Source: an optimization exercise on an open RTL-to-GDS flow (aim: small area). Production flows keep margins and buffers that such runs may drop. The RTL was checked by simulation tests, not by an equivalence proof against the original design.

== the reference run ==
// top
module top(input clk,
           input rst_n,
           input weight_select,
           input [7:0] fmaps_in1,
           input [7:0] fmaps_in2,
           input [7:0] fmaps_in3,
           input [7:0] fmaps_in4,
           input [7:0] fmaps_in5,
           input [7:0] fmaps_in6,
           input [7:0] fmaps_in7,
           input [7:0] weight_in1,
           input [7:0] weight_in2,
           input [7:0] weight_in3,
           input [7:0] weight_in4,
           input [7:0] weight_in5,
           output [1:0] cs,
           output [1:0] we,
           output [4:0] fmaps_addr,
           output [5:0] weight_addr,
           output valid,
           output signed [20:0] acc);
export LEC_CHECK = 0
export CAP_MARGIN = 20
export CORE_MARGIN = 2
export CORE_UTILIZATION = 65
export SLEW_MARGIN = 20
export SYNTH_HIERARCHICAL = 1
export SYNTH_MINIMUM_KEEP_SIZE = 0
create_clock -name core_clock -period 7.0 [get_ports {clk}]
standard.sh (not shown) runs the stock make flow with config.mk's settings and CLKGATE_MAP_FILE= SYNTH_SCRIPT=/design/flow/synth_recipe.tcl, a recipe that flattens the netlist after the stock synthesis.
==> flow/flow/run.sh <==
#!/bin/bash
# The standard synthesis and layout (the standard.sh), with two changes:
# the input and output ports are buffered with sky130_fd_sc_hd__buf_1
# instead of the placer's default buffer cell, and clock tree synthesis
# uses larger sink clusters and no dummy loads.  Each step's output goes to
# a log file of its own in this folder.
set -euo pipefail
bash standard.sh synth > synth.log 2>&1
export BUFFER_PORTS_ARGS="-buffer_cell sky130_fd_sc_hd__buf_1"
export CTS_ARGS="-sink_clustering_enable -repair_clock_nets -dont_use_dummy_load -sink_clustering_size 30 -sink_clustering_max_diameter 100"
bash standard.sh finish > layout.log 2>&1
Every stage of the flow completed for the reference run, and the final layout passed the timing, design-rule and antenna checks.
Setup changes, the reference run to the trial run
-- flow/config.mk --
<<< the reference run, line 9
export CORE_MARGIN = 2
export CORE_UTILIZATION = 65
export SLEW_MARGIN = 20
export SYNTH_HIERARCHICAL = 1
>>> the trial run, line 9
export CORE_MARGIN = 2
export CORE_UTILIZATION = 65
export PLACE_DENSITY = 0.7
export SLEW_MARGIN = 20
export SYNTH_HIERARCHICAL = 1
## What came out
- There was hardly any difference in final standard cell count with taps included and fillers excluded between the trial run and the reference run.
- | signed area change from the synthesized netlist to the final layout | lower: the reference run |
- Diff the reference run..the trial run | effective utilization at floorplan | unchanged
- Looking at maximum frequency from static timing analysis, the trial run sits 0.0019 GHz above the reference run.
- From the reference run to the trial run the numbers moved as follows: detailed route wirelength on metal2 went up by 4.1%; wire length the detailed router placed on met1 went up by 570 um; worst slack on hold paths went down by 0.011 ns; post-route core utilization went up by 0.22 points.


Another version of the RTL of top (not shown whole).
Size in the first run: about 3,100 cells after synthesis, about 140 I/O pins.
// top
module top(input clk,
           input rst_n,
           input weight_select,
           input [7:0] fmaps_in1,
           input [7:0] fmaps_in2,
           input [7:0] fmaps_in3,
           input [7:0] fmaps_in4,
           input [7:0] fmaps_in5,
           input [7:0] fmaps_in6,
           input [7:0] fmaps_in7,
           input [7:0] weight_in1,
           input [7:0] weight_in2,
           input [7:0] weight_in3,
           input [7:0] weight_in4,
           input [7:0] weight_in5,
           output [1:0] cs,
           output [1:0] we,
           output [4:0] fmaps_addr,
           output [5:0] weight_addr,
           output valid,
           output signed [20:0] acc);
export LEC_CHECK = 0
export CAP_MARGIN = 0
export CORE_MARGIN = 2
export CORE_UTILIZATION = 65
export SLEW_MARGIN = 0
export SYNTH_HIERARCHICAL = 1
export SYNTH_MINIMUM_KEEP_SIZE = 0
create_clock -name core_clock -period 7.0 [get_ports {clk}]
Scripts as last shown in full above: flow/flow/run.sh
The starting point passed the timing, design-rule and antenna checks.
Rerun with:
==> flow/run.sh (new file) <==
#!/bin/bash
# synth_recipe.tcl (not shown) runs the flow's synth.tcl, then flattens the netlist and writes it again
# the make line also repeats each setting of config.mk as NAME=value (left out here)
make -C /OpenROAD-flow-scripts/flow DESIGN_CONFIG=/design/flow/config.mk WORK_HOME=/design/flow/orfs CLKGATE_MAP_FILE= SYNTH_SCRIPT=/design/flow/synth_recipe.tcl finish
CAP_MARGIN = 20   (was 0)
SLEW_MARGIN = 20   (was 0)
removed: flow/flow/run.sh
removed: flow/standard.sh
Outcome:
- final area increases by 6.0%
- first-iteration DRC count grows by 8.3%


Setup of north:
Starting RTL as in the previous note.
export LEC_CHECK = 0
export CAP_MARGIN = 20
export CORE_MARGIN = 2
export CORE_UTILIZATION = 65
export SLEW_MARGIN = 20
export SYNTH_HIERARCHICAL = 1
export SYNTH_MINIMUM_KEEP_SIZE = 0
create_clock -name core_clock -period 7.0 [get_ports {clk}]
==> flow/flow/run.sh <==
#!/bin/bash
# The standard synthesis and layout (the standard.sh), with one change:
# the input and output ports are buffered with sky130_fd_sc_hd__buf_1
# instead of the placer's default buffer cell.  Each step's output goes to a
# log file of its own in this folder.
set -euo pipefail
bash standard.sh synth > synth.log 2>&1
export BUFFER_PORTS_ARGS="-buffer_cell sky130_fd_sc_hd__buf_1"
bash standard.sh finish > layout.log 2>&1
No stage failed in north, and the final checks on the layout all came back clean.
Here is what was changed in the inputs of south compared with north.
==> flow/flow/run.sh <==
#!/bin/bash
# The standard synthesis and layout (the standard.sh), with two changes:
# the input and output ports are buffered with sky130_fd_sc_hd__buf_1
# instead of the placer's default buffer cell, and clock tree synthesis
# uses larger sink clusters and no dummy loads.  Each step's output goes to
# a log file of its own in this folder.
set -euo pipefail
bash standard.sh synth > synth.log 2>&1
export BUFFER_PORTS_ARGS="-buffer_cell sky130_fd_sc_hd__buf_1"
export CTS_ARGS="-sink_clustering_enable -repair_clock_nets -dont_use_dummy_load -sink_clustering_size 30 -sink_clustering_max_diameter 100"
bash standard.sh finish > layout.log 2>&1
Notes after the runs:
From south to north, starting density of the core did not move at all.
Changes observed in south relative to north: area after synthesis ~0 delta, met3 track demand over resource fell by 0.71 points, area growth from synthesis to final layout moved down.
When south is set beside north, its global-route usage turns out to be 1.0 points smaller.


== wip/lagoon ==
Another version of the RTL of top (not shown whole).
Size in the first run: roughly 3000 cells after synthesis, ~140 I/O pins, about 34000 µm² of cells after synthesis.
==> flow/config.mk <==
export PLATFORM = sky130hd
export DESIGN_NAME = top
export DESIGN_NICKNAME = top
export VERILOG_FILES = /design/flow/design.v
export SDC_FILE = /design/flow/constraint.sdc
export NUM_CORES = 4
export LEC_CHECK = 0
export CAP_MARGIN = 20
export CORE_MARGIN = 2
export CORE_UTILIZATION = 65
export PLACE_DENSITY = 0.7
export SLEW_MARGIN = 20
export SYNTH_HIERARCHICAL = 1
export SYNTH_MINIMUM_KEEP_SIZE = 0
==> flow/constraint.sdc <==
create_clock -name core_clock -period 7.0 [get_ports {clk}]
set_input_delay 1.4000 -clock core_clock [delete_from_list [all_inputs] [get_ports {clk}]]
set_output_delay 1.4000 -clock core_clock [all_outputs]
set_load 0.01 [all_outputs]
==> flow/flow/run.sh <==
#!/bin/bash
# The standard synthesis and layout (the standard.sh), with two changes:
# the input and output ports are buffered with sky130_fd_sc_hd__buf_1
# instead of the placer's default buffer cell, and clock tree synthesis
# uses larger sink clusters and no dummy loads.  Each step's output goes to
# a log file of its own in this folder.
set -euo pipefail
bash standard.sh synth > synth.log 2>&1
export BUFFER_PORTS_ARGS="-buffer_cell sky130_fd_sc_hd__buf_1"
export CTS_ARGS="-sink_clustering_enable -repair_clock_nets -dont_use_dummy_load -sink_clustering_size 30 -sink_clustering_max_diameter 100"
bash standard.sh finish > layout.log 2>&1
Every stage of the flow completed for wip/lagoon, and the final layout passed the timing, design-rule and antenna checks.
The inputs of wip/garnet differ from those of wip/lagoon as listed below.
- removing PLACE_DENSITY (formerly 0.7)
==> flow/run.sh (new file) <==
#!/bin/bash
# synth_recipe.tcl (not shown) runs the flow's synth.tcl, then flattens the netlist and writes it again
# the make line also repeats each setting of config.mk as NAME=value (left out here)
make -C /OpenROAD-flow-scripts/flow DESIGN_CONFIG=/design/flow/config.mk WORK_HOME=/design/flow/orfs CLKGATE_MAP_FILE= SYNTH_SCRIPT=/design/flow/synth_recipe.tcl finish
removed: flow/flow/run.sh
removed: flow/standard.sh
--- outcome ---
- wip/garnet: all stages complete, timing, DRC and antenna checks passed
- wip/lagoon → wip/garnet: number of antenna repair diodes went up 5, routed length per instance went up 3.1%, critical path depth went up 2, final standard cell count with taps included and fillers excluded went up about 2.8%.
- [compare] base=wip/lagoon new=wip/garnet: sequential share of cell area saw a decrease; aggregate global-route resource usage up 2.8 points.
- The slack of the worst reg-to-reg path was comparable across wip/garnet and wip/lagoon.

[afterwards: timing with drivers on the ports]
The results above use ideal ports. As a check the final layouts listed here were re-extracted and re-timed, cells and wires unchanged.
Step 1, drivers: a clkbuf_16 drives clk and a buf_2 each remaining input, both assumed.
Step 2, shift: input delay + t, output delay - t, t = (earliest + latest rising clock arrival at the registers) / 2. This alone moves slack from input paths to output paths.
a / b / c = ideal / step 1 / step 2; a / b = the first two.
| run | t, ns | setup WS [ns] | worst setup path after step 2 | pins driven straight from the clock port |
|---|---|---|---|---|
| the reference run | 0.621 | 0.142 / 0.142 / -0.022 | input to register | 1 |
| the trial run | 0.611 | 0.230 / 0.230 / -0.241 | input to register | 1 |
| the first run of note 2 | 0.611 | 0.236 / 0.236 / -0.121 | input to register | 1 |
| the second run of note 2 | 0.651 | 0.253 / 0.269 / -0.357 | input to register | 1 |
| north | 0.660 | 0.264 / 0.264 / -0.111 | input to register | 1 |
| south | 0.611 | 0.236 / 0.236 / -0.121 | input to register | 1 |
| wip/lagoon | 0.619 | 0.167 / 0.167 / -0.213 | input to register | 1 |
| wip/garnet | 0.652 | 0.172 / 0.172 / -0.256 | input to register | 1 |
With both steps, setup timing fails in every run listed, where it was met with ideal ports. For the second run of note 2, which loses most, drivers alone change the setup slack by +0.016 ns; drivers and shift together by -0.610 ns.
